What follows belongs to an exercise in optimizing a design on an open flow for small area; a production flow would make more cautious choices. In this exercise RTL edits were held to simulation tests only and were not proved equivalent to the original. Power figures rest on the tool's default switching activity, not on a simulated workload.

<file path="design/flow/run.sh">
#!/bin/bash
# synth_recipe.tcl (not shown) runs the flow's synth.tcl, then flattens the netlist and writes it again
# the make line also repeats each setting of config.mk as NAME=value (left out here)
make -C /OpenROAD-flow-scripts/flow DESIGN_CONFIG=/design/flow/config.mk WORK_HOME=/design/flow/orfs CLKGATE_MAP_FILE= SYNTH_SCRIPT=/design/flow/synth_recipe.tcl finish
</file>
<file path="design/flow/config.mk">
export PLATFORM = sky130hd
export DESIGN_NAME = gpr
export DESIGN_NICKNAME = gpr
export VERILOG_FILES = /design/flow/design.v
export SDC_FILE = /design/flow/constraint.sdc
export NUM_CORES = 4
export LEC_CHECK = 0
export CAP_MARGIN = 20
export CORE_MARGIN = 2
export CORE_UTILIZATION = 25
export SLEW_MARGIN = 20
</file>
<file path="design/flow/constraint.sdc">
create_clock -name core_clock -period 9.0 [get_ports {clk}]
set_input_delay 1.8000 -clock core_clock [delete_from_list [all_inputs] [get_ports {clk}]]
set_output_delay 1.8000 -clock core_clock [all_outputs]
set_load 0.01 [all_outputs]
</file>
<file path="design/flow/design.v">
	`default_nettype none
module gpr (
	input wire clk,
	input wire reset,
	input wire[4:0] rd_addr_0,
	output wire[31:0] rd_data_0,
	input wire[4:0] rd_addr_1,
	output wire[31:0] rd_data_1,
	input wire we_,
	input wire[4:0] wr_addr,
	input wire[31:0] wr_data
);
reg [31:0] regs [32-1 : 0];
integer i;
assign rd_data_0 = ( (we_ == 1'b0) && (wr_addr == rd_addr_0) ) ? wr_data : regs[rd_addr_0];
assign rd_data_1 = ( (we_ == 1'b0) && (wr_addr == rd_addr_1) ) ? wr_data : regs[rd_addr_1];
always @( posedge clk or posedge reset )
begin
	if(reset == 1'b1)
	begin
		for(i=0; i<32; i=i+1)
		begin
			regs[i] <= 32'h0;
		end
	end
	else
	begin
		if(we_ == 1'b0)
		begin
			regs[wr_addr] <= wr_data;
		end
	end
end
endmodule
</file>
==> flow_metrics.env, run 1 <==
export IMPL_p_switching_w=0.004201
export IMPL_regMostFlops="regs"
export IMPL_dr_pass1_iters=9
export IMPL_max_slew_worst_pin_slew_ns=1.407
export IMPL_dp_slack_ns=0.9716
export IMPL_min_path_type="reg -> reg"
export IMPL_wl_per_cell_um=38.98
export IMPL_worst_path_buf_inv=4
export IMPL_fmax_ghz=0.1198
export IMPL_wirelength_mm=300.7
export IMPL_synth_distinct_cells=78
export IMPL_seqPwrFrac_pct=48.0
export IMPL_final_antenna_net_count=0
export IMPL_yosysMostFrequentCell="dfrtp_1"
export IMPL_slew_violations=0
export IMPL_cts_made_buffers=114
export IMPL_cp_required_ns=7.20
export IMPL_synth_area_mm2=0.05230
export IMPL_cpPeakStageDelay_ns=1.15
export IMPL_fin_util_pct=29.62
export IMPL_powerDensity_mw_per_mm2=220.8
export IMPL_initial_core_util_pct=25.21
export IMPL_finalCritPeriodShare_pct=92.74
export IMPL_vdd_drop_max_mv=0.1546
export IMPL_top_layer="met5"
export IMPL_end_kind="output port"
export IMPL_synthFlopType="dfrtp_1"
export IMPL_start_kind="input pin"
export IMPL_path_delay_family="buffers and inverters"
export IMPL_period_minus_slack_ns=8.346
export IMPL_clk_latency_ns=0.78
export IMPL_syn2layout_area_growth_pct=17.50
export IMPL_clk_pin_slew_ns=0.06
export IMPL_gr_total_overflow=0
export IMPL_dieArea_mm2=0.2129
export IMPL_drc=0
export IMPL_slew_headroom_pct=6.014
export IMPL_total_power_w=0.01357
export IMPL_cts_resized=0
export IMPL_grt_pass1_wl_mm=403.7
export IMPL_synth_async_reset_ratio_pct=100.0
export IMPL_cp_slowest_cell="nor2_4"
export IMPL_yosysSeqAreaShare_pct=49.00
export IMPL_netlist_top_cells_count="dfrtp_1 (1024), mux2_2 (766), a22oi_1 (700)"
export IMPL_dr_wl_met3_mm=42.30
export IMPL_portBuffers=113
export IMPL_pwr_share_comb_pct=14.7
export IMPL_swShare_pct=30.96
export IMPL_rsz0062_at_grt="no"
export IMPL_cts_hold_buf=0
export IMPL_clockBufferDepth=3
export IMPL_status="finished clean"
export IMPL_vias_per_cell=6.438
export IMPL_gp_congestion=1.008
export IMPL_maxCapViolations=0
export IMPL_crit_type="in -> out"
export IMPL_cts_setup_buffers=0
export IMPL_p_leak_nw=26.39
export IMPL_htreeDepth=3
export IMPL_first_global_vias=47152
export IMPL_synth_area_per_cell_um2=10.87
export IMPL_nets=4853
export IMPL_grt_use_total_pct=27.35
export IMPL_num_rows=167
export IMPL_drt_iter0_markers=9630
export IMPL_yosysWarningCount=2
export IMPL_synth_edf_count=0
export IMPL_largest_registers="regs x1024"
export IMPL_path_cells="clkdlybuf4s50_1, buf_4, or2_1, nor2_4, buf_4, a22oi_1, nand4_1, nor4_1, o22ai_1, clkdlybuf4s50_1"
export IMPL_fp_dieW_um=461.4
export IMPL_cts_root_buf="clkbuf_16"
export IMPL_grt_start_max_net_pins=161
export IMPL_yosysTopAreaCellShare_pct=49.00
export IMPL_setup_slack_ns=0.6536
export IMPL_synthesis_nets=4860
export IMPL_grt_antenna_before_repair=33
export IMPL_met1Wirelength_mm=109.8
export IMPL_p_clk_share_pct=37.3
export IMPL_synth_area_top_cells="dfrtp_1 (49%), mux2_2 (16%), a22oi_1 (10%), nand2_1 (3.0%), o21ai_0 (3.0%)"
export IMPL_core_area_mm2=0.2075
export IMPL_cp_max_fo=19
export IMPL_cp_arrival_ns=6.55
export IMPL_fin_skew_ns=0
export IMPL_cts_tree="done"
export IMPL_wl_met2_mm=121.6
export IMPL_hpwlAfterDp_mm=184.2
export IMPL_largest_reg_flops=1024
export IMPL_clock_sinks=1024
export IMPL_setup_viol=0
export IMPL_drive_above_1_share_pct=27.98
export IMPL_ys_ff_latch=1024
export IMPL_yosysTopAreaCell="dfrtp_1"
export IMPL_syn_inst=4810
export IMPL_ios=114
export IMPL_die_height_um=461.4
export IMPL_p_int_w=0.009369
export IMPL_finalHoldViolCount=0
export IMPL_vias=49659
worst paths after layout:
path,start,slack [ns],depth (start not counted),end
min in group asynchronous,reset,1.58,3,regs[20][29]
setup / recovery,rd_addr_1[4],0.65,10,rd_data_1[10]
hold reg to reg,regs[0][31],0.50,2,regs[0][31]
setup reg to reg,regs[30][24],8.07,1,regs[30][24]
hold / removal,regs[0][31],0.50,2,regs[0][31]
max in group asynchronous,reset,5.44,5,regs[19][14]
layout by cell type, fill, tap and decap left out, drive strengths merged, types with 33 or more instances in the layout:
cell and instances:
a221oi 33, a22oi 700, o21ai 312, clkdlybuf4s50 99, nor2 143, nand4 127, a21oi 41, mux2 768
a2111oi 65, nand3 92, buf 256, dfrtp 1024, nand2 423, nor4 56, and3 210, clkbuf 162
metal layers:
metal	GRT usage [%]	vias to the layer above
met5	0.4363	-
met4	19.82	38
met3	10.84	1670
met2	38.69	4860
met1	33.45	24795
li1	-	18296
worst min-delay path, stage by stage, from the launching register on:
cell and delay, ns:
dfrtp_1 0.35, nand2_1 0.05, o21ai_0 0.06
power by group through the flow:
stage	clock (W)	combinational (W)	sequential [W]
floorplan	0	0.00126	0.00607
global placement	0	0.00190	0.00648
detailed placement	0	0.00196	0.00650
CTS	0.00506	0.00196	0.00642
global route	0.00523	0.00212	0.00654
finish	0.00505	0.00200	0.00652
layout make-up:
class | count | area, um2
fill | 21307 | 146000
sequential | 1024 | 25620
multi-input combinational | 3293 | 24870
tap | 2788 | 3488
clock buffer | 162 | 3354
timing repair buffer | 355 | 3353
clock inverter | 47 | 621.8
antenna | 29 | 72.57
inverter | 15 | 60.06
logic make-up (layout without fill, tap and decap cells):
group           after synthesis  count (layout)  share of synthesized area [%]
mux                         778             778                          16.73
other cells                   0              29                              0
compound gates             1301            1301                          17.64
buf+inv                     493             579                          4.271
xor+xnor                     10              10                         0.1675
flops                      1024            1024                          49.00
simple gates               1204            1204                          12.20
stage by stage:
step | area [um2] | hold WS (ns) | TNS, ns | cells
final | 61450 | 0.4964 | 0 | 7713
after CTS | 61380 | 0.4959 | 0 | 7683
after floorplan | 52300 | 0.4548 | -7079.87 | 4810
after global placement | 57270 | 0.4702 | 0 | 7469
after detailed placement | 57410 | 0.4829 | 0 | 7474
after global routing | 61390 | 0.5263 | 0 | 7689
==> run 2: changes to the inputs <==
==> design/flow/design.v (replaced) <==
	`default_nettype none
module gpr (
	input wire clk,
	input wire reset,
	input wire[4:0] rd_addr_0,
	output wire[31:0] rd_data_0,
	input wire[4:0] rd_addr_1,
	output wire[31:0] rd_data_1,
	input wire we_,
	input wire[4:0] wr_addr,
	input wire[31:0] wr_data
);
localparam N = 32;
localparam W = 32;
wire wen = (we_ == 1'b0);
reg [N*W-1:0] regs;
reg [N-1:0] valid;
wire byp_0 = wen && (wr_addr == rd_addr_0);
wire byp_1 = wen && (wr_addr == rd_addr_1);
wire [N:0] sel_0 = {byp_0, ({{(N-1){1'b0}}, 1'b1} << rd_addr_0) & valid & {N{~byp_0}}};
wire [N:0] sel_1 = {byp_1, ({{(N-1){1'b0}}, 1'b1} << rd_addr_1) & valid & {N{~byp_1}}};
wire [N-1:0] row_we;
wire [N-1:0] row_hold;
genvar r, b;
generate
	for (r = 0; r < N; r = r + 1) begin : g_row
		assign row_we[r] = wen && (wr_addr == r);
		assign row_hold[r] = ~row_we[r];
		for (b = 0; b < W; b = b + 1) begin : g_bit
			wire d;
			gpr_ao22 u_hold (.a1(row_we[r]), .a2(wr_data[b]), .b1(row_hold[r]), .b2(regs[r*W+b]), .y(d));
			always @(posedge clk) regs[r*W+b] <= d;
		end
		always @(posedge clk or posedge reset) begin
			if (reset == 1'b1) valid[r] <= 1'b0;
			else if (row_we[r]) valid[r] <= 1'b1;
		end
	end
	for (b = 0; b < W; b = b + 1) begin : g_col
		wire [N:0] col;
		for (r = 0; r < N; r = r + 1) begin : g_c
			assign col[r] = regs[r*W+b];
		end
		assign col[N] = wr_data[b];
		gpr_rdbit u_rd0 (.sel(sel_0), .d(col), .y(rd_data_0[b]));
		gpr_rdbit u_rd1 (.sel(sel_1), .d(col), .y(rd_data_1[b]));
	end
endgenerate
endmodule
module gpr_rdbit (
	input wire [32:0] sel,
	input wire [32:0] d,
	output wire y
);
	wire [10:0] n;
	genvar g;
	generate
		for (g = 0; g < 11; g = g + 1) begin : g_aoi
			gpr_aoi222 u (.a1(sel[3*g]), .a2(d[3*g]), .b1(sel[3*g+1]), .b2(d[3*g+1]),
			              .c1(sel[3*g+2]), .c2(d[3*g+2]), .y(n[g]));
		end
	endgenerate
	wire o0, o1, o2;
	gpr_nand4 u_n0 (.a(n[0]), .b(n[1]), .c(n[2]), .d(n[3]), .y(o0));
	gpr_nand4 u_n1 (.a(n[4]), .b(n[5]), .c(n[6]), .d(n[7]), .y(o1));
	gpr_nand3 u_n2 (.a(n[8]), .b(n[9]), .c(n[10]), .y(o2));
	gpr_or3 u_o (.a(o0), .b(o1), .c(o2), .y(y));
endmodule
module gpr_aoi222 (input wire a1, a2, b1, b2, c1, c2, output wire y);
	assign y = ~((a1 & a2) | (b1 & b2) | (c1 & c2));
endmodule
module gpr_ao22 (input wire a1, a2, b1, b2, output wire y);
	assign y = (a1 & a2) | (b1 & b2);
endmodule
module gpr_nand4 (input wire a, b, c, d, output wire y);
	assign y = ~(a & b & c & d);
endmodule
module gpr_nand3 (input wire a, b, c, output wire y);
	assign y = ~(a & b & c);
endmodule
module gpr_or3 (input wire a, b, c, output wire y);
	assign y = a | b | c;
endmodule
--- a/design/flow/config.mk
+++ b/design/flow/config.mk
@@ -7,5 +7,7 @@
 export LEC_CHECK = 0
 export CAP_MARGIN = 20
 export CORE_MARGIN = 2
-export CORE_UTILIZATION = 25
+export CORE_UTILIZATION = 50
 export SLEW_MARGIN = 20
+export SYNTH_HIERARCHICAL = 1
+export SYNTH_MINIMUM_KEEP_SIZE = 0
==> flow_metrics.env, run 2 <==
export IMPL_status="finished clean"
export IMPL_wl_per_cell_um=41.75
export IMPL_final_cell_mix="a22o_1 (1024), dfxtp_1 (1024), a222oi_1 (704), buf_4 (175), nand4_1 (132)"
export IMPL_tns_ns=0
export IMPL_slew_headroom_pct=23.78
export IMPL_grt_start_max_net_pins=53
export IMPL_wirelength_mm=203.7
export IMPL_hpwlAfterDp_mm=118.6
export IMPL_htreeDepth=3
export IMPL_drive_above_1_share_pct=11.70
export IMPL_first_global_vias=39942
export IMPL_clk_pin_slew_ns=0.06
export IMPL_setup_viol=0
export IMPL_regMostFlops="regs"
export IMPL_synthFlopType="dfxtp_1"
export IMPL_p_int_w=0.009215
export IMPL_cts_hold_buf=0
export IMPL_finalHoldViolCount=0
export IMPL_clockBufferDepth=3
export IMPL_fin_skew_ns=0
export IMPL_synth_edf_count=0
export IMPL_yosysTopAreaCell="dfxtp_1"
export IMPL_cp_arrival_ns=6.43
export IMPL_cts_root_buf="clkbuf_16"
export IMPL_hp_start="regs[809]"
export IMPL_largest_registers="regs x1024, valid x32"
export IMPL_crit_reg2reg_launch="valid[25]"
export IMPL_holdPathEnd="regs[809]"
export IMPL_powerDensity_mw_per_mm2=262.3
export IMPL_clock_sinks=1056
export IMPL_min_path_type="reg -> reg"
export IMPL_cts_tree="done"
export IMPL_yosysSeqAreaShare_pct=52.68
export IMPL_initial_core_util_pct=50.36
export IMPL_fillers=6526
export IMPL_vias_per_cell=8.586
export IMPL_syn2layout_area_growth_pct=19.69
export IMPL_period_minus_slack_ns=8.234
export IMPL_largest_reg_flops=1024
export IMPL_synth_distinct_cells=29
export IMPL_yosysWarningCount=7
export IMPL_r2r_end="valid[25]"
export IMPL_syn_inst=3338
export IMPL_vias=41899
export IMPL_dr_pass1_iters=14
export IMPL_finalCritPeriodShare_pct=91.49
export IMPL_cp_max_fo=17
export IMPL_grt_use_total_pct=46.82
export IMPL_cts_setup_buffers=0
export IMPL_die_height_um=288.4
export IMPL_p_clk_share_pct=37.5
export IMPL_rsz0062_at_grt="no"
export IMPL_end_kind="output port"
export IMPL_reg2reg_depth=1
export IMPL_synth_area_per_cell_um2=12.11
export IMPL_seqPwrFrac_pct=50.3
export IMPL_maxCapViolations=0
export IMPL_r2r_setup_slack_ns=8.28
export IMPL_swShare_pct=27.39
export IMPL_synth_async_reset_ratio_pct=3.030
export IMPL_core_area_mm2=0.08029
export IMPL_crit_type="in -> out"
export IMPL_vdd_drop_max_mv=0.1771
export IMPL_cts_made_buffers=110
export IMPL_max_slew_worst_pin_slew_ns=1.137
export IMPL_dieArea_mm2=0.08315
export IMPL_gp_congestion=1.012
export IMPL_pwr_share_comb_pct=12.2
export IMPL_synth_area_mm2=0.04043
export IMPL_gr_total_overflow=0
export IMPL_nets=3771
export IMPL_final_antenna_net_count=0
export IMPL_drc=0
export IMPL_fmax_ghz=0.1214
export IMPL_min_path_cells=1
export IMPL_slew_violations=0
export IMPL_cp_required_ns=7.20
export IMPL_synthesis_nets=3388
export IMPL_netlist_top_cells_count="a22o_1 (1024), dfxtp_1 (1024), a222oi_1 (704)"
export IMPL_p_leak_nw=19.60
export IMPL_synth_area_top_cells="dfxtp_1 (51%), a22o_1 (22%), a222oi_1 (17%), nand4_1 (2.0%), dfrtp_1 (2.0%)"
export IMPL_drt_iter0_markers=10756
export IMPL_grt_pass1_wl_mm=284.0
export IMPL_clk_latency_ns=0.69
export IMPL_grt_antenna_before_repair=13
export IMPL_p_switching_w=0.003476
export IMPL_fin_util_pct=60.27
export IMPL_yosysTopAreaCellShare_pct=50.70
export IMPL_num_rows=104
export IMPL_ys_ff_latch=1056
export IMPL_ios=114
export IMPL_start_kind="input pin"
export IMPL_fp_dieW_um=288.4
export IMPL_cts_resized=0
export IMPL_portBuffers=113
## run 2: power groups by stage
stage	Combinational (W)	Clock, W	Sequential (W)
floorplan	0.000931	0	0.00621
global placement	0.00143	0	0.00636
detailed placement	0.00148	0	0.00642
CTS	0.00149	0.00475	0.00634
global route	0.00161	0.00494	0.00647
finish	0.00154	0.00476	0.00639
## run 2: layer usage
metal,vias to the layer above,global-route usage [%],wire length [um]
met2,4288,65.43,81560
met3,936,19.54,35290
met5,-,0,37
met4,6,32.23,16970
li1,16321,-,-
met1,20348,58.37,69860
## run 2: critical path: stages
cell             delay, ns
clkdlybuf4s50_1       0.81
xnor2_1               0.20
nand4_2               0.15
nor3_4                0.62
nor3_2                0.35
buf_4                 0.35
a222oi_1              0.41
nand4_1               0.55
or3_1                 0.65
clkdlybuf4s50_1       0.52
## run 2: per-module statistics from Yosys, one instance, submodules excluded, a selection
module | times used | flops+latches | area, um2 | cells
gpr | 1 | 1056 | 22890 | 1354
gpr_ao22 | 1024 | 0 | 8.758 | 1
gpr_aoi222 | 704 | 0 | 10.01 | 1
gpr_nand3 | 64 | 0 | 5.005 | 1
gpr_nand4 | 128 | 0 | 6.256 | 1
gpr_or3 | 64 | 0 | 6.256 | 1
## run 2: how the worst max path moves through the flow
stage	start	end	depth (start not counted)
after CTS	wr_addr[3]	rd_data_1[0]	11
after global placement	wr_addr[3]	rd_data_1[22]	11
after floorplan	rd_addr_1[2]	rd_data_1[0]	7
after global routing	rd_addr_0[1]	rd_data_0[8]	10
after detailed placement	wr_addr[3]	rd_data_1[0]	11
final	rd_addr_0[0]	rd_data_0[16]	10
## run 2: cell type report
cell class / count / area (um2) / area share (%)
sequential: 1056 / 21300 / 44.02
multi-input combinational: 2227 / 19300 / 39.89
clock buffer: 169 / 3421 / 7.069
timing repair buffer: 293 / 2540 / 5.249
tap: 1060 / 1326 / 2.741
clock inverter: 35 / 361.6 / 0.7472
inverter: 33 / 123.9 / 0.2560
antenna: 7 / 17.52 / 0.03620
## run 2: metrics by stage
stage	hold WS, ns	cells	power [W]	setup slack [ns]	area (um2)
finish	0.4951	4880	0.01269	0.7659	48390
detailed placement	0.4760	4666	0.007903	1.023	44530
global placement	0.4720	4666	0.007790	0.9918	44530
global route	0.5096	4873	0.01303	0.7415	48380
floorplan	0.4483	3338	0.007144	1.668	40430
CTS	0.4955	4870	0.01258	1.010	48320
## run 2: cells by family (layout without fill, tap and decap cells)
family / after synthesis / count (layout) / synth area share [%]
buf+inv: 55 / 530 / 0.6591
other cells: 0 / 7 / 0
simple gates: 489 / 489 / 6.830
compound gates: 1728 / 1728 / 39.61
xor+xnor: 10 / 10 / 0.2166
flops: 1056 / 1056 / 52.68
==> run 3: changes to the inputs <==
==> design/flow/flow/run.sh (new file) <==
#!/bin/bash
# The standard layout, with two changes:
#  - ports are buffered with the smallest buffer (buf_1);
#  - clock tree synthesis uses small clock buffers and inserts no dummy loads.
set -euo pipefail
bash standard.sh \
  BUFFER_PORTS_ARGS="-buffer_cell sky130_fd_sc_hd__buf_1" \
  CTS_ARGS="-sink_clustering_enable -repair_clock_nets -dont_use_dummy_load -buf_list {sky130_fd_sc_hd__clkbuf_4 sky130_fd_sc_hd__clkbuf_8}" \
  finish > standard_flow.log 2>&1
==> design/flow/standard.sh (new file) <==
#!/bin/bash
# synth_recipe.tcl (not shown) runs the flow's synth.tcl, then flattens the netlist and writes it again
# the make line also repeats each setting of config.mk as NAME=value (left out here)
make -C /OpenROAD-flow-scripts/flow DESIGN_CONFIG=/design/flow/config.mk WORK_HOME=/design/flow/orfs CLKGATE_MAP_FILE= SYNTH_SCRIPT=/design/flow/synth_recipe.tcl "${@:-finish}"
removed: design/flow/run.sh
==> flow_metrics.env, run 3 <==
export IMPL_stdcell_count=4829
export IMPL_largest_registers="regs x1024, valid x32"
export IMPL_drc=0
export IMPL_ys_ff_latch=1056
export IMPL_tns_ns=0
export IMPL_p_leak_nw=18.68
export IMPL_vias_per_cell=8.637
export IMPL_final_cell_mix="a22o_1 (1024), dfxtp_1 (1024), a222oi_1 (704), clkbuf_8 (171), buf_4 (159)"
export IMPL_grt_start_max_net_pins=41
export IMPL_seqPwrFrac_pct=56.7
export IMPL_synth_area_per_cell_um2=12.11
export IMPL_seq_area_mm2=0.02130
export IMPL_dieArea_mm2=0.08315
export IMPL_wirelength_mm=201.9
export IMPL_cp_arrival_ns=5.85
export IMPL_portBuffers=113
export IMPL_start_kind="input pin"
export IMPL_final_antenna_net_count=0
export IMPL_crit_end="rd_data_1[15]"
export IMPL_clockBufferDepth=3
export IMPL_swShare_pct=28.88
export IMPL_finalCritPeriodShare_pct=84.98
export IMPL_synthFlopType="dfxtp_1"
export IMPL_dp_cells=4649
export IMPL_clk_pin_slew_ns=0.06
export IMPL_cp_max_fo=40
export IMPL_r2r_end="valid[0]"
export IMPL_vdd_drop_max_mv=0.1612
export IMPL_die_height_um=288.4
export IMPL_nets=3814
export IMPL_hpwlAfterDp_mm=112.2
export IMPL_pwr_share_comb_pct=12.8
export IMPL_yosysSeqAreaShare_pct=52.68
export IMPL_cts_tree="done"
export IMPL_p_int_w=0.008022
export IMPL_p_clk_share_pct=30.6
export IMPL_cts_hold_buf=0
export IMPL_wl_per_cell_um=41.82
export IMPL_gp_congestion=0.9748
export IMPL_end_kind="output port"
export IMPL_synth_distinct_cells=29
export IMPL_synthesis_nets=3388
export IMPL_fp_dieW_um=288.4
export IMPL_syn2layout_area_growth_pct=14.14
export IMPL_status="finished clean"
export IMPL_fillers=6705
export IMPL_num_rows=104
export IMPL_dr_pass1_iters=22
export IMPL_setup_viol=0
export IMPL_syn_inst=3338
export IMPL_min_path_type="reg -> reg"
export IMPL_cts_made_buffers=171
export IMPL_yosysWarningCount=7
export IMPL_fin_skew_ns=0
export IMPL_vias=41710
export IMPL_grt_use_total_pct=46.59
export IMPL_clock_sinks=1056
export IMPL_cp_required_ns=7.20
export IMPL_cts_resized=0
export IMPL_synth_edf_count=0
export IMPL_yosysTopAreaCell="dfxtp_1"
export IMPL_yosysTopAreaCellShare_pct=50.70
export IMPL_synth_area_top_cells="dfxtp_1 (51%), a22o_1 (22%), a222oi_1 (17%), nand4_1 (2.0%), dfrtp_1 (2.0%)"
export IMPL_core_area_mm2=0.08029
export IMPL_dp_slack_ns=1.583
export IMPL_synth_area_mm2=0.04043
export IMPL_finalHoldViolCount=0
export IMPL_period_minus_slack_ns=7.648
export IMPL_drive_above_1_share_pct=11.86
export IMPL_crit_start="rd_addr_1[0]"
export IMPL_clk_latency_ns=0.83
export IMPL_maxCapViolations=0
export IMPL_r2r_setup_slack_ns=8.27
export IMPL_p_switching_w=0.003258
export IMPL_rsz0062_at_grt="no"
export IMPL_regMostFlops="regs"
export IMPL_htreeDepth=4
export IMPL_multi_input_area_mm2=0.01929
export IMPL_crit_type="in -> out"
export IMPL_slew_headroom_pct=19.23
export IMPL_max_slew_worst_pin_slew_ns=1.207
export IMPL_ios=114
export IMPL_holdWs_ns=0.4915
export IMPL_grt_pass1_wl_mm=281.9
export IMPL_reg2reg_depth=1
export IMPL_fmax_ghz=0.1308
export IMPL_first_global_vias=40371
export IMPL_gr_total_overflow=0
export IMPL_netlist_top_cells_count="a22o_1 (1024), dfxtp_1 (1024), a222oi_1 (704)"
export IMPL_drt_iter0_markers=10214
export IMPL_cts_setup_buffers=0
export IMPL_synth_async_reset_ratio_pct=3.030
export IMPL_grt_antenna_before_repair=21
export IMPL_powerDensity_mw_per_mm2=244.4
export IMPL_crit_reg2reg_launch="valid[0]"
export IMPL_setup_slack_ns=1.352
export IMPL_fin_util_pct=57.48
export IMPL_cts_root_buf="clkbuf_8"
export IMPL_initial_core_util_pct=50.36
export IMPL_slew_violations=0
export IMPL_largest_reg_flops=1024
==> run 3: cells by family after synthesis <==
family	count (synthesis)	share of synthesized area (%)
XOR/XNOR	10	0.2166
flip-flops	1056	52.68
AND/OR/NAND/NOR	489	6.830
AO/OA/AOI/OAI	1728	39.61
buffers and inverters	55	0.6591
==> run 3: cell type report <==
class                           instances  area share (%)
Clock buffer                          171           5.100
Sequential cell                      1056           46.16
Tap cell                             1060           2.874
Timing Repair Buffer                  275           3.758
Inverter                               33          0.2684
Antenna cell                            7         0.03796
Multi-Input combinational cell       2227           41.81
==> run 3: worst min path at each step <==
stage	startpoint	endpoint	cells after the start
after floorplan	valid[27]	valid[27]	1
after global placement	valid[31]	valid[31]	1
after detailed placement	valid[31]	valid[31]	1
after CTS	valid[31]	valid[31]	1
after global routing	regs[804]	regs[804]	1
final	valid[31]	valid[31]	1
==> run 3: power groups by stage <==
| stage | logic (W) | clock network [W] | registers (W) |
|---|---|---|---|
| 2_1_floorplan | 0.000931 | 0 | 0.00621 |
| 3_3_place_gp | 0.00133 | 0 | 0.00636 |
| 3_5_place_dp | 0.00139 | 0 | 0.00642 |
| 4_1_cts | 0.00139 | 0.00344 | 0.00634 |
| 5_1_grt | 0.00151 | 0.00365 | 0.00648 |
| 6_report | 0.00144 | 0.00345 | 0.00639 |
==> run 3: metrics by stage <==
stage          cell area [um2]  total power [W]
2_1_floorplan            40430         0.007144
4_1_cts                  46070          0.01118
3_5_place_dp             43720         0.007806
3_3_place_gp             43690         0.007692
6_report                 46150          0.01128
5_1_grt                  46140          0.01163
==> run 3: metal layers <==
layer	track usage, %	up-vias	routed length, um
met5	0.3409	-	42
met1	57.91	20256	71110
met2	65.87	4232	81470
met4	31.49	6	15490
li1	-	16261	-
met3	19.03	955	33830
==> run 3: modules after synthesis (local to each module, per instance), excerpt <==
| module | cells | area (um2) |
|---|---|---|
| gpr | 1354 | 22890 |
| gpr_nand3 | 1 | 5.005 |
| gpr_aoi222 | 1 | 10.01 |
| gpr_ao22 | 1 | 8.758 |
| gpr_nand4 | 1 | 6.256 |
| gpr_or3 | 1 | 6.256 |
==> run 3: critical path, stage by stage <==
cell and delay, ns:
buf_1 0.06, buf_4 0.28, xnor2_1 0.17, nand4_1 0.17, nor3_4 0.30, buf_4 0.41, buf_4 0.61, nor4b_4 0.10
buf_4 0.33, a222oi_1 0.44, nand3_1 0.48, or3_1 0.49, buf_1 0.14
==> run 4: changes to the inputs <==
==> design/flow/flow/run.sh (replaced) <==
#!/bin/bash
# The standard layout, with two changes:
#  - ports are buffered with the smallest buffer (buf_1);
#  - clock tree synthesis uses larger sink clusters and inserts no dummy loads.
set -euo pipefail
bash standard.sh \
  BUFFER_PORTS_ARGS="-buffer_cell sky130_fd_sc_hd__buf_1" \
  CTS_ARGS="-sink_clustering_enable -repair_clock_nets -dont_use_dummy_load -buf_list sky130_fd_sc_hd__clkbuf_16 -sink_clustering_size 24 -sink_clustering_max_diameter 80" \
  finish > standard_flow.log 2>&1
==> design/flow/config.mk (replaced) <==
export PLATFORM = sky130hd
export DESIGN_NAME = gpr
export DESIGN_NICKNAME = gpr
export VERILOG_FILES = /design/flow/design.v
export SDC_FILE = /design/flow/constraint.sdc
export NUM_CORES = 4
export LEC_CHECK = 0
export CAP_MARGIN = 0
export CORE_MARGIN = 2
export CORE_UTILIZATION = 50
export SLEW_MARGIN = 0
export SYNTH_HIERARCHICAL = 1
export SYNTH_MINIMUM_KEEP_SIZE = 0
==> flow_metrics.env, run 4 <==
export IMPL_cts_hold_buf=0
export IMPL_synthAdderAreaFrac_pct=0
export IMPL_slew_violations=0
export IMPL_fillers=6748
export IMPL_clock_sinks=1056
export IMPL_synth_top_family_by_area="compound AO/OA/AOI/OAI gates"
export IMPL_hpwlAfterDp_mm=112.0
export IMPL_htreeDepth=2
export IMPL_yosysWarningCount=7
export IMPL_largest_reg_flops=1024
export IMPL_yosysTopAreaCellShare_pct=50.70
export IMPL_status="finished clean"
export IMPL_end_kind="output port"
export IMPL_first_global_vias=39365
export IMPL_grt_start_max_net_pins=41
export IMPL_seq_area_mm2=0.02130
export IMPL_synth_edf_count=0
export IMPL_cts_setup_buffers=0
export IMPL_core_area_mm2=0.08029
export IMPL_final_antenna_net_count=0
export IMPL_cts_root_buf="clkbuf_16"
export IMPL_vias_per_cell=8.719
export IMPL_rsz0062_at_grt="no"
export IMPL_dieArea_mm2=0.08315
export IMPL_finalHoldViolCount=0
export IMPL_clk_latency_ns=0.65
export IMPL_synth_simple_area_share_pct=6.830
export IMPL_muxShareOfSynthArea_pct=0
export IMPL_syn2layout_area_growth_pct=11.33
export IMPL_start_kind="input pin"
export IMPL_synthXorXnorAreaFrac_pct=0.2166
export IMPL_drt_iter0_markers=10151
export IMPL_max_slew_worst_pin_slew_ns=1.425
export IMPL_yosysTopAreaCell="dfxtp_1"
export IMPL_final_cell_mix="a22o_1 (1024), dfxtp_1 (1024), a222oi_1 (704), buf_4 (159), nand4_1 (132)"
export IMPL_period_minus_slack_ns=7.660
export IMPL_fp_dieW_um=288.4
export IMPL_clockBufferDepth=3
export IMPL_synth_compound_area_share_pct=39.61
export IMPL_maxCapViolations=0
export IMPL_powerDensity_mw_per_mm2=230.6
export IMPL_gr_total_overflow=0
export IMPL_largest_registers="regs x1024, valid x32"
export IMPL_num_rows=104
export IMPL_cp_required_ns=7.20
export IMPL_synthesis_nets=3388
export IMPL_syn_inst=3338
export IMPL_grt_antenna_before_repair=18
export IMPL_total_power_w=0.01038
export IMPL_vias=41050
export IMPL_p_leak_nw=18.03
export IMPL_drive_above_1_share_pct=8.901
export IMPL_dr_pass1_iters=14
export IMPL_regMostFlops="regs"
export IMPL_cts_resized=0
export IMPL_drc=0
export IMPL_yosysSeqAreaShare_pct=52.68
export IMPL_clk_pin_slew_ns=0.06
export IMPL_multi_input_area_mm2=0.01928
export IMPL_min_path_type="reg -> reg"
export IMPL_crit_type="in -> out"
export IMPL_fmax_ghz=0.1306
export IMPL_synth_area_mm2=0.04043
export IMPL_portBuffers=113
export IMPL_cp_arrival_ns=5.86
export IMPL_cts_made_buffers=52
export IMPL_vdd_drop_max_mv=0.1719
export IMPL_slew_headroom_pct=4.797
export IMPL_synthFlopType="dfxtp_1"
export IMPL_synth_area_top_cells="dfxtp_1 (51%), a22o_1 (22%), a222oi_1 (17%), nand4_1 (2.0%), dfrtp_1 (2.0%)"
export IMPL_finalCritPeriodShare_pct=85.11
export IMPL_synth_area_per_cell_um2=12.11
export IMPL_synth_distinct_cells=29
export IMPL_die_height_um=288.4
export IMPL_netlist_top_cells_count="a22o_1 (1024), dfxtp_1 (1024), a222oi_1 (704)"
export IMPL_nets=3692
export IMPL_grt_use_total_pct=45.75
export IMPL_tns_ns=0
export IMPL_initial_core_util_pct=50.36
export IMPL_setup_viol=0
export IMPL_ios=114
export IMPL_ys_ff_latch=1056
export IMPL_synth_async_reset_ratio_pct=3.030
export IMPL_wl_per_cell_um=42.49
export IMPL_grt_pass1_wl_mm=278.7
export IMPL_cts_tree="done"
export IMPL_fin_skew_ns=0
export IMPL_gp_congestion=0.9748
export IMPL_cp_max_fo=40
export IMPL_wirelength_mm=200.0
## run 4: where the power goes
| part | internal (W) | leakage (nW) | switching, W |
|---|---|---|---|
| clock network | 0.00103 | 0.641 | 0.00154 |
| logic | 0.000731 | 8.51 | 0.000707 |
| registers | 0.00561 | 8.89 | 0.000767 |
## run 4: worst paths after layout
kind                                   start             to  slack, ns  cells after the start
worst max-delay path            rd_addr_1[0]  rd_data_1[15]       1.34                     13
worst min-delay path               valid[31]      valid[31]       0.50                      1
worst max register to register      valid[0]       valid[0]       8.27                      1
worst min register to register     valid[31]      valid[31]       0.50                      1
max in group asynchronous              reset      valid[27]       7.36                      3
min in group asynchronous              reset       valid[0]       1.25                      3
## run 4: cell type report
cell class	count	share of cell area (%)
sequential	1056	47.32
multi-input combinational	2227	42.84
timing repair buffer	272	3.686
tap	1060	2.946
clock buffer	52	2.891
inverter	33	0.2752
antenna	8	0.04447
## run 4: Yosys stat by module, one instance, submodules excluded, a selection
module / flops+latches / cells inside / cell area (um2)
gpr_nand3: 0 / 1 / 5.005
gpr_aoi222: 0 / 1 / 10.01
gpr_or3: 0 / 1 / 6.256
gpr_nand4: 0 / 1 / 6.256
gpr: 1056 / 1354 / 22890
gpr_ao22: 0 / 1 / 8.758
## run 4: critical path: stages
cell	delay (ns)
buf_1	0.07
buf_4	0.29
xnor2_1	0.17
nand4_1	0.17
nor3_4	0.29
buf_4	0.40
buf_4	0.62
nor4b_4	0.10
buf_4	0.34
a222oi_1	0.46
nand3_1	0.48
or3_1	0.47
buf_1	0.14
## run 4: kinds of logic (layout without fill, tap and decap cells)
| logic type | count (synthesis) | after routing |
|---|---|---|
| AND/OR/NAND/NOR | 489 | 489 |
| buffers and inverters | 55 | 357 |
| other | 0 | 8 |
| flip-flops | 1056 | 1056 |
| XOR/XNOR | 10 | 10 |
| AO/OA/AOI/OAI | 1728 | 1728 |
## run 4: per-stage QoR
stage               hold WS [ns]  cells  utilization (%)  cell area [um2]  setup slack, ns
floorplan                 0.4483   3338                -            40430            1.668
global placement          0.4672   4648            54.42            43690            1.617
detailed placement        0.4745   4648            54.42            43690            1.585
CTS                       0.4932   4700            56.04            44990            1.580
global route              0.5164   4704            56.05            45000            1.327
finish                    0.5000   4708            56.07            45010            1.340
## run 4: routing by layer
metal,wire (um),global-route usage [%]
met5,92,0
met3,32560,16.86
met4,15670,31.42
met1,71000,58.01
met2,80710,64.52
==> run 5: changes to the inputs <==
==> design/flow/flow/run.sh (replaced) <==
#!/bin/bash
# The standard layout, with two changes:
#  - ports are buffered with the smallest buffer (buf_1);
#  - clock tree synthesis uses larger sink clusters and inserts no dummy loads;
#  - after global routing, cells on paths with slack are downsized (RECOVER_POWER).
set -euo pipefail
bash standard.sh \
  BUFFER_PORTS_ARGS="-buffer_cell sky130_fd_sc_hd__buf_1" \
  CTS_ARGS="-sink_clustering_enable -repair_clock_nets -dont_use_dummy_load -buf_list sky130_fd_sc_hd__clkbuf_16 -sink_clustering_size 24 -sink_clustering_max_diameter 80" \
  RECOVER_POWER=100 \
  finish > standard_flow.log 2>&1
==> flow_metrics.env, run 5 <==
export IMPL_status="complete, but fails checks"
export IMPL_so_faults="max-capacitance violations, max-slew violations"
export IMPL_cp_slowest_cell="clkbuf_2"
export IMPL_rsz0062_at_grt="no"
export IMPL_yosysTopAreaCellShare_pct=50.70
export IMPL_slew_violations=1624
export IMPL_cp_max_fo=32
export IMPL_vias=41073
export IMPL_p_int_w=0.007370
export IMPL_fmax_ghz=0.1223
export IMPL_synth_distinct_cells=29
export IMPL_gp_congestion=0.9748
export IMPL_cts_root_buf="clkbuf_16"
export IMPL_max_slew_worst_pin_slew_ns=2.993
export IMPL_synth_area_mm2=0.04043
export IMPL_yosysTopAreaCell="dfxtp_1"
export IMPL_gr_total_overflow=0
export IMPL_vdd_drop_max_mv=0.1701
export IMPL_initial_core_util_pct=50.36
export IMPL_grt_antenna_before_repair=19
export IMPL_netlist_top_cells_count="a22o_1 (1024), dfxtp_1 (1024), a222oi_1 (704)"
export IMPL_seq_area_mm2=0.02130
export IMPL_fin_skew_ns=0
export IMPL_synth_area_per_cell_um2=12.11
export IMPL_largest_reg_flops=1024
export IMPL_total_power_w=0.01038
export IMPL_slew_headroom_pct=-99.56
export IMPL_cts_setup_buffers=0
export IMPL_cts_tree="done"
export IMPL_grt_use_total_pct=45.75
export IMPL_pwr_share_comb_pct=13.8
export IMPL_syn2layout_area_growth_pct=10.70
export IMPL_dieArea_mm2=0.08315
export IMPL_cts_hold_buf=0
export IMPL_fillers=6802
export IMPL_core_area_mm2=0.08029
export IMPL_maxCapViolations=52
export IMPL_yosysSeqAreaShare_pct=52.68
export IMPL_min_path_type="reg -> reg"
export IMPL_period_minus_slack_ns=8.178
export IMPL_p_clk_share_pct=24.8
export IMPL_end_kind="output port"
export IMPL_powerDensity_mw_per_mm2=231.9
export IMPL_crit_type="in -> out"
export IMPL_cts_made_buffers=52
export IMPL_start_kind="input pin"
export IMPL_first_global_vias=39365
export IMPL_top_usage_layer="met2"
export IMPL_setup_viol=0
export IMPL_clockBufferDepth=3
export IMPL_cpPeakStageDelay_ns=0.76
export IMPL_htreeDepth=2
export IMPL_grt_start_max_net_pins=41
export IMPL_ys_ff_latch=1056
export IMPL_globalRouteMet3Util_pct=16.86
export IMPL_fin_util_pct=55.75
export IMPL_yosysWarningCount=7
export IMPL_hpwlAfterDp_mm=112.0
export IMPL_crit_top_cell="buf_1"
export IMPL_grt_pass1_wl_mm=278.7
export IMPL_finalHoldViolCount=0
export IMPL_synthesis_nets=3388
export IMPL_num_rows=104
export IMPL_die_height_um=288.4
export IMPL_final_antenna_net_count=0
export IMPL_synth_edf_count=0
export IMPL_drt_iter0_markers=9885
export IMPL_portBuffers=113
export IMPL_use_met2_pct=64.52
export IMPL_p_switching_w=0.003008
export IMPL_dp_slack_ns=1.585
export IMPL_synth_async_reset_ratio_pct=3.030
export IMPL_drive_above_1_share_pct=7.198
export IMPL_clk_pin_slew_ns=0.07
export IMPL_multi_input_area_mm2=0.01924
export IMPL_p_leak_nw=17.83
export IMPL_tns_ns=0
export IMPL_fp_dieW_um=288.4
export IMPL_largest_registers="regs x1024, valid x32"
export IMPL_clk_latency_ns=0.65
export IMPL_vias_per_cell=8.730
export IMPL_holdWs_ns=0.5000
export IMPL_swShare_pct=28.98
export IMPL_setup_slack_ns=0.8218
export IMPL_wl_per_cell_um=42.45
export IMPL_syn_inst=3338
export IMPL_grt_util_met1_pct=58.01
export IMPL_path_cells="buf_1, xnor2_1, nand4_2, nor3_4, buf_4, nor4_1, clkbuf_2, a222oi_1, nand4_1, or3_1, buf_1"
export IMPL_cts_resized=0
export IMPL_regMostFlops="regs"
export IMPL_final_cell_mix="a22o_1 (1024), dfxtp_1 (1024), a222oi_1 (704), nand4_1 (132), buf_4 (104)"
export IMPL_synthFlopType="dfxtp_1"
export IMPL_nets=3692
export IMPL_drc=0
export IMPL_clock_sinks=1056
export IMPL_ios=114
export IMPL_cp_arrival_ns=6.38
export IMPL_synth_area_top_cells="dfxtp_1 (51%), a22o_1 (22%), a222oi_1 (17%), nand4_1 (2.0%), dfrtp_1 (2.0%)"
export IMPL_finalCritPeriodShare_pct=90.87
export IMPL_wirelength_mm=199.7
export IMPL_cp_required_ns=7.20
export IMPL_dr_pass1_iters=15
export IMPL_seqPwrFrac_pct=61.4
## run 5: cell counts after synthesis
Identical to the previous run, type by type.
## run 5: path summary, 6_finish.rpt
kind | cells after the start | start | end | slack [ns]
max | 11 | rd_addr_0[1] | rd_data_0[3] | 0.82
min | 1 | valid[31] | valid[31] | 0.50
max reg2reg | 1 | valid[0] | valid[0] | 8.18
min reg2reg | 1 | valid[31] | valid[31] | 0.50
max in group asynchronous | 3 | reset | valid[27] | 5.91
min in group asynchronous | 3 | reset | valid[9] | 1.87
## run 5: cell families after synthesis
kind of cell	count (synthesis)	synth area share (%)
AOI/OAI and AO/OA	1728	39.61
buffers and inverters	55	0.6591
and+or+nand+nor	489	6.830
DFF	1056	52.68
xor gates and xnor gates	10	0.2166
## run 5: per-module statistics from Yosys (local to each module, per instance), a selection
module	times used	flops+latches	cells
gpr	1	1056	1354
gpr_aoi222	704	0	1
gpr_ao22	1024	0	1
gpr_nand4	128	0	1
gpr_or3	64	0	1
gpr_nand3	64	0	1
## run 5: layout make-up
class,count,area share [%]
Clock buffer,52,2.907
Inverter,33,0.2767
Multi-Input combinational cell,2227,42.98
Antenna cell,5,0.02795
Timing Repair Buffer,272,3.251
Sequential cell,1056,47.59
Tap cell,1060,2.963
## run 5: per-stage QoR
step,std cells,cell area [um2]
global route,4705,44760
detailed placement,4648,43690
floorplan,3338,40430
CTS,4700,44990
finish,4705,44760
global placement,4648,43690
## run 5: power by group through the flow
| stage | Sequential (W) | Combinational [W] | Clock [W] |
|---|---|---|---|
| 2_1_floorplan | 0.00621 | 0.000931 | 0 |
| 3_3_place_gp | 0.00636 | 0.00133 | 0 |
| 3_5_place_dp | 0.00642 | 0.00139 | 0 |
| 4_1_cts | 0.00633 | 0.00139 | 0.00256 |
| 5_1_grt | 0.00647 | 0.00151 | 0.00272 |
| 6_report | 0.00637 | 0.00143 | 0.00257 |
## run 5: worst max-delay path: cells and delay by family
family                 cells  cell delay [ns]
AND/OR/NAND/NOR            5             1.87
XOR/XNOR                   1             0.23
AO/OA/AOI/OAI              1             0.60
buffers and inverters      4             1.84
## run 5: layer usage
metal  vias up  share of wire, %
met2      3991                40
met4        14               8.3
li1      16035                 -
met5         -             0.046
met3       914                16
met1     20119                35

static timing again, ports no longer ideal:
Ports are ideal in the flow. The routed layouts listed here were re-timed in OpenROAD.
Step 1 (the two cells are an assumption about what drives the block):
set clk [get_ports {clk}]
set_driving_cell -lib_cell sky130_fd_sc_hd__clkbuf_16 $clk
set_driving_cell -lib_cell sky130_fd_sc_hd__buf_2 [delete_from_list [all_inputs] $clk]
Step 2 also shifts input and output timing later by t, the mid clock arrival at the registers, as if the neighbouring blocks saw the same clock.
a / b / c = ideal / step 1 / step 2; a / b = the first two.
run	shift t [ns]	setup WS [ns]	latest minus earliest clock arrival (ns)	slew at the worst register clock pin (ns)
run 1	0.853	0.654 / 0.630 / 0.630	0.030 / 0.031	0.07 / 0.07
run 2	0.756	0.766 / 0.738 / 0.738	0.028 / 0.029	0.07 / 0.07
run 3	0.904	1.352 / 1.267 / 1.267	0.078 / 0.077	0.07 / 0.07
run 4	0.718	1.340 / 1.263 / 1.263	0.043 / 0.043	0.10 / 0.10
run 5	0.722	0.822 / 0.760 / 0.760	0.044 / 0.043	0.10 / 0.10
The setup slack of run 3, which loses most, moves by -0.085 ns with the drivers and by -0.085 ns with both steps.
